Source: an optimization exercise on an open RTL-to-GDS flow (aim: small area). Production flows keep margins and buffers that such runs may drop.
RTL that was checked went through simulation tests only; none was proved equivalent to the original.
No activity file was given, so power comes from the tool's default toggle rates.

Design PIPE_Top, start of the top module:
module PIPE_Top(clk,rst,InstOut,DMReadData,PCOut,DMAddress,DMWriteData,MemRead,MemWrite);
export LEC_CHECK = 0
export CAP_MARGIN = 20
export CORE_MARGIN = 2
export CORE_UTILIZATION = 50
export GPL_TIMING_DRIVEN = 0
export PLACE_DENSITY = 0.65
export SLEW_MARGIN = 20
create_clock -name core_clock -period 8.5 [get_ports {clk}]
standard.sh (not shown) runs the stock make flow with config.mk's settings and CLKGATE_MAP_FILE= SYNTH_SCRIPT=/design/flow/synth_recipe.tcl, a recipe that flattens the netlist after the stock synthesis.
==> flow/flow/run.sh <==
#!/bin/bash
# Standard layout, with two changes: clock tree synthesis inserts no dummy
# loads and uses larger sink clusters, and the port buffers are the smallest buffer cell.
set -e
export CTS_ARGS="-sink_clustering_enable -repair_clock_nets -dont_use_dummy_load -buf_list sky130_fd_sc_hd__clkbuf_16 -sink_clustering_size 28 -sink_clustering_max_diameter 70"
export BUFFER_PORTS_ARGS="-buffer_cell sky130_fd_sc_hd__buf_1"
bash standard.sh > standard.log 2>&1
The first run finished but failed the layout checks on negative setup slack.
Rerun with:
--- a/flow/config.mk
+++ b/flow/config.mk
@@ -9,5 +9,4 @@
 export CORE_MARGIN = 2
 export CORE_UTILIZATION = 50
-export GPL_TIMING_DRIVEN = 0
 export PLACE_DENSITY = 0.65
 export SLEW_MARGIN = 20
The changed run passed the timing, DRC and antenna checks. Cell area shrinks by 3.5%. Routed wire length shrinks by 12%. Combinational power shrinks by 20%. Synthesized cell count is unchanged.
Rerun with:
--- a/flow/config.mk
+++ b/flow/config.mk
@@ -10,3 +10,4 @@
 export CORE_UTILIZATION = 50
 export PLACE_DENSITY = 0.65
+export SETUP_SLACK_MARGIN = 0.1
 export SLEW_MARGIN = 20
After rerunning:
- utilization does not change
- wire length is unchanged
- clock skew is unchanged
- power stays the same
- design area is unchanged
- cell count is unchanged
- worst setup slack stays the same
- global-route usage is unchanged


Setup of JK:
The RTL this note starts from:
==> flow/design.v <==
`timescale 1ns/1ns
module ALU(sel,sub,A,B,Result,Sum);
	input [1:0] sel;
	input sub;
	input [31:0] A,B;
	output reg [31:0] Result;
	output [31:0] Sum;
	assign Sum = A + (B ^ {32{sub}}) + {31'd0,sub};
	wire lt = (A[31] ^ B[31]) ? A[31] : Sum[31];
	always @(*) begin
		case (sel)
			2'd0: Result = A & B;
			2'd1: Result = A | B;
			2'd2: Result = Sum;
			default: Result = {31'd0, lt};
		endcase
	end
endmodule
`timescale 1ns/1ns
module RegisterFile(clk,rst,we,waddr,wdata,raddr,rbyp,rdata);
	input clk,rst,we,rbyp;
	input [4:0] waddr,raddr;
	input [31:0] wdata;
	output reg [31:0] rdata;
	reg [1023:0] mem;
	wire [31:0] wsel = we ? (32'd1 << waddr) : 32'd0;
	wire [31:0] wen = wsel | {32{rst}};
	wire [31:0] wd = rst ? 32'd0 : wdata;
	wire [31:0] rsel = rbyp ? 32'd0 : (32'd1 << raddr);
	integer i;
	always @(posedge clk) begin
		for (i = 0; i < 32; i = i + 1)
			if (wen[i]) mem[i*32 +: 32] <= wd;
	end
	always @(*) begin
		rdata = wdata & {32{rbyp}};
		for (i = 0; i < 32; i = i + 1)
			rdata = rdata | (mem[i*32 +: 32] & {32{rsel[i]}});
	end
endmodule
`timescale 1ns/1ns
module PIPE_Top(clk,rst,InstOut,DMReadData,PCOut,DMAddress,DMWriteData,MemRead,MemWrite);
	input clk,rst;
	input [31:0]InstOut,DMReadData;
	output MemRead,MemWrite;
	output [31:0]DMWriteData,DMAddress,PCOut;
	reg [31:0] pc;
	wire [31:0] pc4 = pc + 32'd4;
	reg [31:0] id_pc4;
	reg [30:0] id_inst_lo;
	reg id_inst_hi;            
	wire [31:0] id_inst = {id_inst_hi, id_inst_lo};
	wire [5:0] op = id_inst[31:26];
	wire [5:0] fn = id_inst[5:0];
	wire [4:0] id_rs = id_inst[25:21];
	wire [4:0] id_rt = id_inst[20:16];
	wire op_r = op == 6'd0, op_addi = op == 6'd1, op_slti = op == 6'd2, op_lw = op == 6'd3, op_sw = op == 6'd4,
	     op_beq = op == 6'd5, op_j = op == 6'd6, op_jr = op == 6'd7, op_jal = op == 6'd8;
	wire d_regwrite = op_r | op_addi | op_slti | op_lw | op_jal;
	wire d_jmp = op_j | op_jr | op_jal;
	wire d_alusrc = op_addi | op_slti | op_lw | op_sw;
	reg [1:0] d_sel; reg d_sub;
	always @(*) begin
		if (op_addi | op_lw | op_sw) begin d_sel = 2'd2; d_sub = 1'b0; end
		else if (op_beq) begin d_sel = 2'd2; d_sub = 1'b1; end
		else if (op_slti) begin d_sel = 2'd3; d_sub = 1'b1; end
		else case (fn)
			6'd1: begin d_sel = 2'd2; d_sub = 1'b0; end
			6'd2: begin d_sel = 2'd2; d_sub = 1'b1; end
			6'd8: begin d_sel = 2'd1; d_sub = 1'b0; end
			6'd16: begin d_sel = 2'd3; d_sub = 1'b1; end
			default: begin d_sel = 2'd0; d_sub = 1'b0; end
		endcase
	end
	reg ex_regwrite, ex_memread, ex_memwrite, ex_branch, ex_jmp;    
	reg ex_jr, ex_jal, ex_alusrc, ex_regdst, ex_sub;
	reg [1:0] ex_sel;
	reg [31:0] ex_pc4, ex_a, ex_b;
	reg [25:0] ex_inst;
	wire [4:0] ex_rs = ex_inst[25:21];
	wire [4:0] ex_rt = ex_inst[20:16];
	wire [4:0] ex_rd = ex_inst[15:11];
	wire stall = ex_memread & ((ex_rt == id_rs) | (ex_rt == id_rt));
	reg [4:0] ra_p, ra_n;
	wire [4:0] raddr = ra_p ^ ra_n;
	wire [4:0] rt_next = stall ? id_rt : InstOut[20:16];
	wire [31:0] rdata;
	reg [31:0] rt_n;
	reg mem_regwrite; reg [4:0] mem_rd; wire [31:0] wbval;
	wire id_byp_rs = mem_regwrite & (mem_rd == id_rs) & (mem_rd != 5'd0);
	reg bp_p, bp_n;
	wire rbyp = bp_p ^ bp_n;
	RegisterFile rf(clk, rst, mem_regwrite, mem_rd, wbval, raddr, rbyp, rdata);
	always @(posedge clk or posedge rst)
		if (rst) begin ra_p <= 5'd0; bp_p <= 1'b0; end
		else begin ra_p <= rt_next ^ ra_n; bp_p <= byp_rt_next ^ bp_n; end
	always @(negedge clk) begin
		bp_n <= id_byp_rs ^ bp_p;
		ra_n <= id_rs ^ ra_p;
		rt_n <= rdata;
	end
	reg mem_memread, mem_memwrite, mem_taken;     
	reg mem_jal;
	reg [31:0] mem_result, mem_sd;
	wire fa_mem = mem_regwrite & (mem_rd == ex_rs) & (mem_rd != 5'd0);
	wire fb_mem = mem_regwrite & (mem_rd == ex_rt) & (mem_rd != 5'd0);
	wire [31:0] opa = fa_mem ? mem_result : ex_a;
	wire [31:0] rtv = fb_mem ? mem_result : ex_b;
	wire [31:0] imm = {{16{ex_inst[15]}}, ex_inst[15:0]};
	wire [31:0] opb = ex_alusrc ? imm : rtv;
	wire [31:0] alu_res, alu_sum;
	wire byp_rt_next = ex_regwrite & (ex_dest == rt_next) & (ex_dest != 5'd0);
	ALU alu(ex_sel, ex_sub, opa, opb, alu_res, alu_sum);
	wire [31:0] pcv = ex_pc4 + {imm[29:0] & {30{ex_branch}}, 2'b00};
	wire [4:0] ex_dest = ex_jal ? 5'd31 : ex_regdst ? ex_rd : ex_rt;
	assign DMAddress = mem_result;
	assign DMWriteData = mem_sd;
	assign MemRead = mem_memread;
	assign MemWrite = mem_memwrite;
	assign wbval = mem_jal ? mem_sd : mem_memread ? DMReadData : mem_result;
	wire [31:0] jtarget = ex_jr ? opa : {ex_pc4[31:28], ex_inst, 2'b00};
	wire [31:0] npc = ex_jmp ? jtarget : mem_taken ? mem_sd : pc4;
	assign PCOut = pc;
	always @(posedge clk or posedge rst) begin
		if (rst) begin
			pc <= 32'd0;
			id_inst_hi <= 1'b1;
			ex_regwrite <= 1'b0; ex_memread <= 1'b0; ex_memwrite <= 1'b0; ex_branch <= 1'b0; ex_jmp <= 1'b0;
			mem_regwrite <= 1'b0; mem_memread <= 1'b0; mem_memwrite <= 1'b0; mem_taken <= 1'b0;
		end else begin
			if (!stall) begin
				pc <= npc;
				id_inst_hi <= InstOut[31];
			end
			ex_regwrite <= d_regwrite & ~stall;
			ex_memread <= op_lw & ~stall;
			ex_memwrite <= op_sw & ~stall;
			ex_branch <= op_beq & ~stall;
			ex_jmp <= d_jmp & ~stall;
			mem_regwrite <= ex_regwrite;
			mem_memread <= ex_memread;
			mem_memwrite <= ex_memwrite;
			mem_taken <= ex_branch & (alu_sum == 32'd0);
		end
	end
	always @(posedge clk) begin
		if (!stall) begin
			id_pc4 <= pc4;
			id_inst_lo <= InstOut[30:0];
		end
		ex_jr <= op_jr; ex_jal <= op_jal; ex_alusrc <= d_alusrc; ex_regdst <= op_r;
		ex_sel <= d_sel; ex_sub <= d_sub;
		ex_pc4 <= id_pc4; ex_inst <= id_inst[25:0];
		ex_a <= rdata; ex_b <= rt_n;
		mem_jal <= ex_jal;
		mem_rd <= ex_dest;
		mem_result <= alu_res;
		mem_sd <= (ex_jal | ex_branch) ? pcv : rtv;
	end
endmodule
clock: 8.5 ns
lec_check: 0
cap_margin: 20
core_margin: 2
core_utilization: 50
place_density: 0.65
setup_slack_margin: 0.05
slew_margin: 20
==> flow/flow/run.sh <==
#!/bin/bash
# The standard layout (standard.sh), with these changes:
#  - after the floorplan, OpenROAD's restructure maps the combinational logic
#    again for area (ABC, with the platform library less its don't-use cells),
#    and repair_timing fixes setup; registers are not touched
#  - clock tree synthesis inserts no dummy loads and uses larger sink clusters
#  - the port buffers are the smallest buffer cell
# Each tool's output goes to a log file of its own in this folder.
set -euo pipefail
export CTS_ARGS="-sink_clustering_enable -repair_clock_nets -dont_use_dummy_load -buf_list sky130_fd_sc_hd__clkbuf_8 -sink_clustering_size 16 -sink_clustering_max_diameter 60"
export BUFFER_PORTS_ARGS="-buffer_cell sky130_fd_sc_hd__buf_1"
bash standard.sh floorplan > standard_floorplan.log 2>&1
RMP_DONT_USE=$(sed -n '/DONT_USE_CELLS/,/^$/p' "$FLOW_HOME/platforms/$FLOW_PLATFORM/config.mk" | grep -o 'sky130_fd_sc_hd__[a-z0-9_]*' | tr '\n' ' ')
export RMP_DONT_USE
python3 flow/filter_lib.py "$FLOW_HOME/platforms/$FLOW_PLATFORM/lib/sky130_fd_sc_hd__tt_025C_1v80.lib" abc_cells.lib $RMP_DONT_USE > filter_lib.log 2>&1
mkdir -p rmp_work
openroad -no_init -exit flow/restructure.tcl > restructure.log 2>&1
bash standard.sh > standard.log 2>&1
Other scripts of this flow, unchanged in this note and not shown: flow/flow/filter_lib.py, flow/flow/restructure.tcl
The following lists how MS was set up differently from JK:
- changing SETUP_SLACK_MARGIN from 0.05 to 0.2
### Flow results
- There was hardly any difference in cell area after layout between MS and JK.
- JK and MS ended up with nearly the same wire length.
- Total length of routed met3 wires: lower on JK
- ~same sequential share of layout area in JK and MS
- Comparing MS against JK, there is no change at all in non-clock buffer count.
- MS completed every stage of the flow, and the final layout passed the timing, DRC and antenna checks.
- Taking JK as the reference, in MS worst hold margin higher; via count lower; violation count after the first detailed-routing iteration higher.
- Compared MS against JK; static leakage power within noise.
- Between JK and MS, the power does not differ in any meaningful way.
Here is what was changed in the inputs of AL compared with MS.
- clearing SETUP_SLACK_MARGIN, which used to be 0.2
==> results.txt <==
AL reached the final stage; the timing, DRC and antenna checks on its layout passed. Between AL and MS, the cell area figures differ only marginally. ~same sequential power in AL and MS. Between AL and MS, the difference in switching share of power is negligible. MS -> AL: post-CTS repair timing setup buffer count delta 0, exact match. Status: clock network area share parity (MS, AL). | total number of vias | AL vs MS | worse |. There was hardly any difference in net load switching power between AL and MS.
#### Input delta (TR over AL)
--- a/flow/flow/run.sh
+++ b/flow/flow/run.sh
@@ -9,3 +9,3 @@
 set -euo pipefail
-export CTS_ARGS="-sink_clustering_enable -repair_clock_nets -dont_use_dummy_load -buf_list sky130_fd_sc_hd__clkbuf_8 -sink_clustering_size 16 -sink_clustering_max_diameter 60"
+export CTS_ARGS="-sink_clustering_enable -repair_clock_nets -dont_use_dummy_load -buf_list sky130_fd_sc_hd__clkbuf_4 -sink_clustering_size 10 -sink_clustering_max_diameter 50"
 export BUFFER_PORTS_ARGS="-buffer_cell sky130_fd_sc_hd__buf_1"
--- outcome ---
TR gives less detailed-route wire length per cell than AL did. TR against AL; power dissipated in the clock network is down by a few percent. In summary, TR completed successfully, with a layout that passed the timing, DRC and antenna checks. Setup slack on TR is behind AL. As far as worst-case reg-to-reg path depth goes, TR and AL are indistinguishable; the numbers are identical. In the tables for TR and AL, utilization of the core after routing reads lower with TR.


Setup of alpha:
PIPE_Top, a different RTL version from the one above (not shown whole).
Size: about 3700 cells after synthesis, roughly 160 I/O pins, ~0.055 mm2 of cells after synthesis.
clock: 8.5 ns
lec_check: 0
cap_margin: 20
core_margin: 2
core_utilization: 65
place_density: 0.8
slew_margin: 20
==> flow/flow/run.sh <==
#!/bin/bash
# Standard layout, with two changes: clock tree synthesis inserts no dummy
# loads and uses larger sink clusters, and the port buffers are the smallest buffer cell.
set -e
export CTS_ARGS="-sink_clustering_enable -repair_clock_nets -dont_use_dummy_load -buf_list sky130_fd_sc_hd__clkbuf_16 -sink_clustering_size 28 -sink_clustering_max_diameter 70"
export BUFFER_PORTS_ARGS="-buffer_cell sky130_fd_sc_hd__buf_1"
bash standard.sh > standard.log 2>&1
Having completed the whole flow, alpha delivered a layout that passed the timing, DRC and antenna checks.
Relative to alpha, the following input files were edited for beta:
# alpha
export LEC_CHECK = 0
export CAP_MARGIN = 20
export CORE_MARGIN = 2
export CORE_UTILIZATION = 65
export PLACE_DENSITY = 0.8
export SLEW_MARGIN = 20
create_clock -name core_clock -period 8.5 [get_ports {clk}]
# beta
export LEC_CHECK = 0
export CAP_MARGIN = 20
export CORE_MARGIN = 2
export CORE_UTILIZATION = 50
export PLACE_DENSITY = 0.65
export SLEW_MARGIN = 20
create_clock -name core_clock -period 8.5 [get_ports {clk}]
-- flow/flow/run.sh --
<<< alpha, line 6
export BUFFER_PORTS_ARGS="-buffer_cell sky130_fd_sc_hd__buf_1"
bash standard.sh > standard.log 2>&1
>>> beta, line 6
export BUFFER_PORTS_ARGS="-buffer_cell sky130_fd_sc_hd__buf_1"
export RECOVER_POWER=100
bash standard.sh > standard.log 2>&1
==> comparison <==
NOTE: hold slack in beta falls short of that of alpha. The area of placed instances on alpha is in line with that on beta. beta against alpha; finished layout cell area is down slightly. Est. power | beta vs alpha | beta higher. Measured against each other, beta and alpha differ in static leakage, the higher figure coming from alpha. beta has core utilization below what alpha had. Finished, but not clean: beta, with capacitance limit, slew limit.
Inputs modified between beta and gamma:
-- flow/flow/run.sh --
<<< beta, line 6
export BUFFER_PORTS_ARGS="-buffer_cell sky130_fd_sc_hd__buf_1"
export RECOVER_POWER=100
bash standard.sh > standard.log 2>&1
>>> gamma, line 6
export BUFFER_PORTS_ARGS="-buffer_cell sky130_fd_sc_hd__buf_1"
bash standard.sh > standard.log 2>&1
[summary]
Cmp gamma vs beta: fill cell instance count of the final layout lower in gamma
Detailed-routed wire length on met2 delta (beta -> gamma): insignificant
Diff gamma and beta: switching power higher in gamma
Between gamma and beta, the difference in number of vias in the routed layout is negligible.
gamma | stages: all done | timing, DRC, antenna: all pass
To summarise beta: no stage aborted, but the layout did not pass its checks, failing on capacitance limit, slew limit.
Summary of gamma over beta: detailed-route wire length per cell now sits at about the same level, total design power held, combinational power share now larger, overall routed net length flat, arrival time of data at the critical path endpoint lower.
No run of this note included a check of the RTL's function; only the layout flow was run.


build 35:
Another version of the RTL of PIPE_Top (not shown whole).
Size in the first run: roughly 3,500 cells after synthesis, roughly 1,400 flip-flops, about 160 I/O pins, ~53,000 um2 of cells after synthesis.
==> flow/config.mk <==
export PLATFORM = sky130hd
export DESIGN_NAME = PIPE_Top
export DESIGN_NICKNAME = PIPE_Top
export VERILOG_FILES = /design/flow/design.v
export SDC_FILE = /design/flow/constraint.sdc
export NUM_CORES = 4
export LEC_CHECK = 0
export CAP_MARGIN = 20
export CORE_MARGIN = 2
export CORE_UTILIZATION = 50
export PLACE_DENSITY = 0.65
export SLEW_MARGIN = 20
==> flow/constraint.sdc <==
create_clock -name core_clock -period 8.5 [get_ports {clk}]
set_input_delay 1.7000 -clock core_clock [delete_from_list [all_inputs] [get_ports {clk}]]
set_output_delay 1.7000 -clock core_clock [all_outputs]
set_load 0.01 [all_outputs]
==> flow/flow/run.sh <==
#!/bin/bash
# The standard layout (standard.sh), with these changes:
#  - after the floorplan, OpenROAD's restructure maps the combinational logic
#    again for area (ABC, with the platform library less its don't-use cells),
#    and repair_timing fixes setup; registers are not touched
#  - clock tree synthesis inserts no dummy loads and uses larger sink clusters
#  - the port buffers are the smallest buffer cell
# Each tool's output goes to a log file of its own in this folder.
set -euo pipefail
export CTS_ARGS="-sink_clustering_enable -repair_clock_nets -dont_use_dummy_load -buf_list sky130_fd_sc_hd__clkbuf_4 -sink_clustering_size 8 -sink_clustering_max_diameter 45"
export BUFFER_PORTS_ARGS="-buffer_cell sky130_fd_sc_hd__buf_1"
bash standard.sh floorplan > standard_floorplan.log 2>&1
RMP_DONT_USE=$(sed -n '/DONT_USE_CELLS/,/^$/p' "$FLOW_HOME/platforms/$FLOW_PLATFORM/config.mk" | grep -o 'sky130_fd_sc_hd__[a-z0-9_]*' | tr '\n' ' ')
export RMP_DONT_USE
python3 flow/filter_lib.py "$FLOW_HOME/platforms/$FLOW_PLATFORM/lib/sky130_fd_sc_hd__tt_025C_1v80.lib" abc_cells.lib $RMP_DONT_USE > filter_lib.log 2>&1
mkdir -p rmp_work
openroad -no_init -exit flow/restructure.tcl > restructure.log 2>&1
bash standard.sh > standard.log 2>&1
Other scripts of this flow, unchanged in this note and not shown: flow/flow/filter_lib.py, flow/flow/restructure.tcl
Modified inputs, trial 54 compared to build 35
-- flow/flow/run.sh --
<<< build 35, line 10
export CTS_ARGS="-sink_clustering_enable -repair_clock_nets -dont_use_dummy_load -buf_list sky130_fd_sc_hd__clkbuf_4 -sink_clustering_size 8 -sink_clustering_max_diameter 45"
>>> trial 54, line 10
export CTS_ARGS="-sink_clustering_enable -repair_clock_nets -dont_use_dummy_load -buf_list sky130_fd_sc_hd__clkbuf_8 -sink_clustering_size 16 -sink_clustering_max_diameter 60"
[summary]
Compared with build 35, trial 54 instantiates a smaller number of standard cells. Pin slew with the least headroom to its limit came out higher on trial 54 than on build 35. When trial 54 is measured against build 35, its part of the total power dissipated in the clock network turns out 0.2 points lower. Build 35 → trial 54: final worst setup slack rose 53 ps; clock skew fell 59 ps; met1 routed wirelength after detailed routing rose about 1.1%. Any difference in finished layout cell area between build 35 and trial 54 is small enough to ignore. Changes observed in trial 54 relative to build 35: H-tree depth reported by CTS down 1, core utilization saw little to no change, via count of the routed design lower, post-route worst hold slack went down by 22 ps.
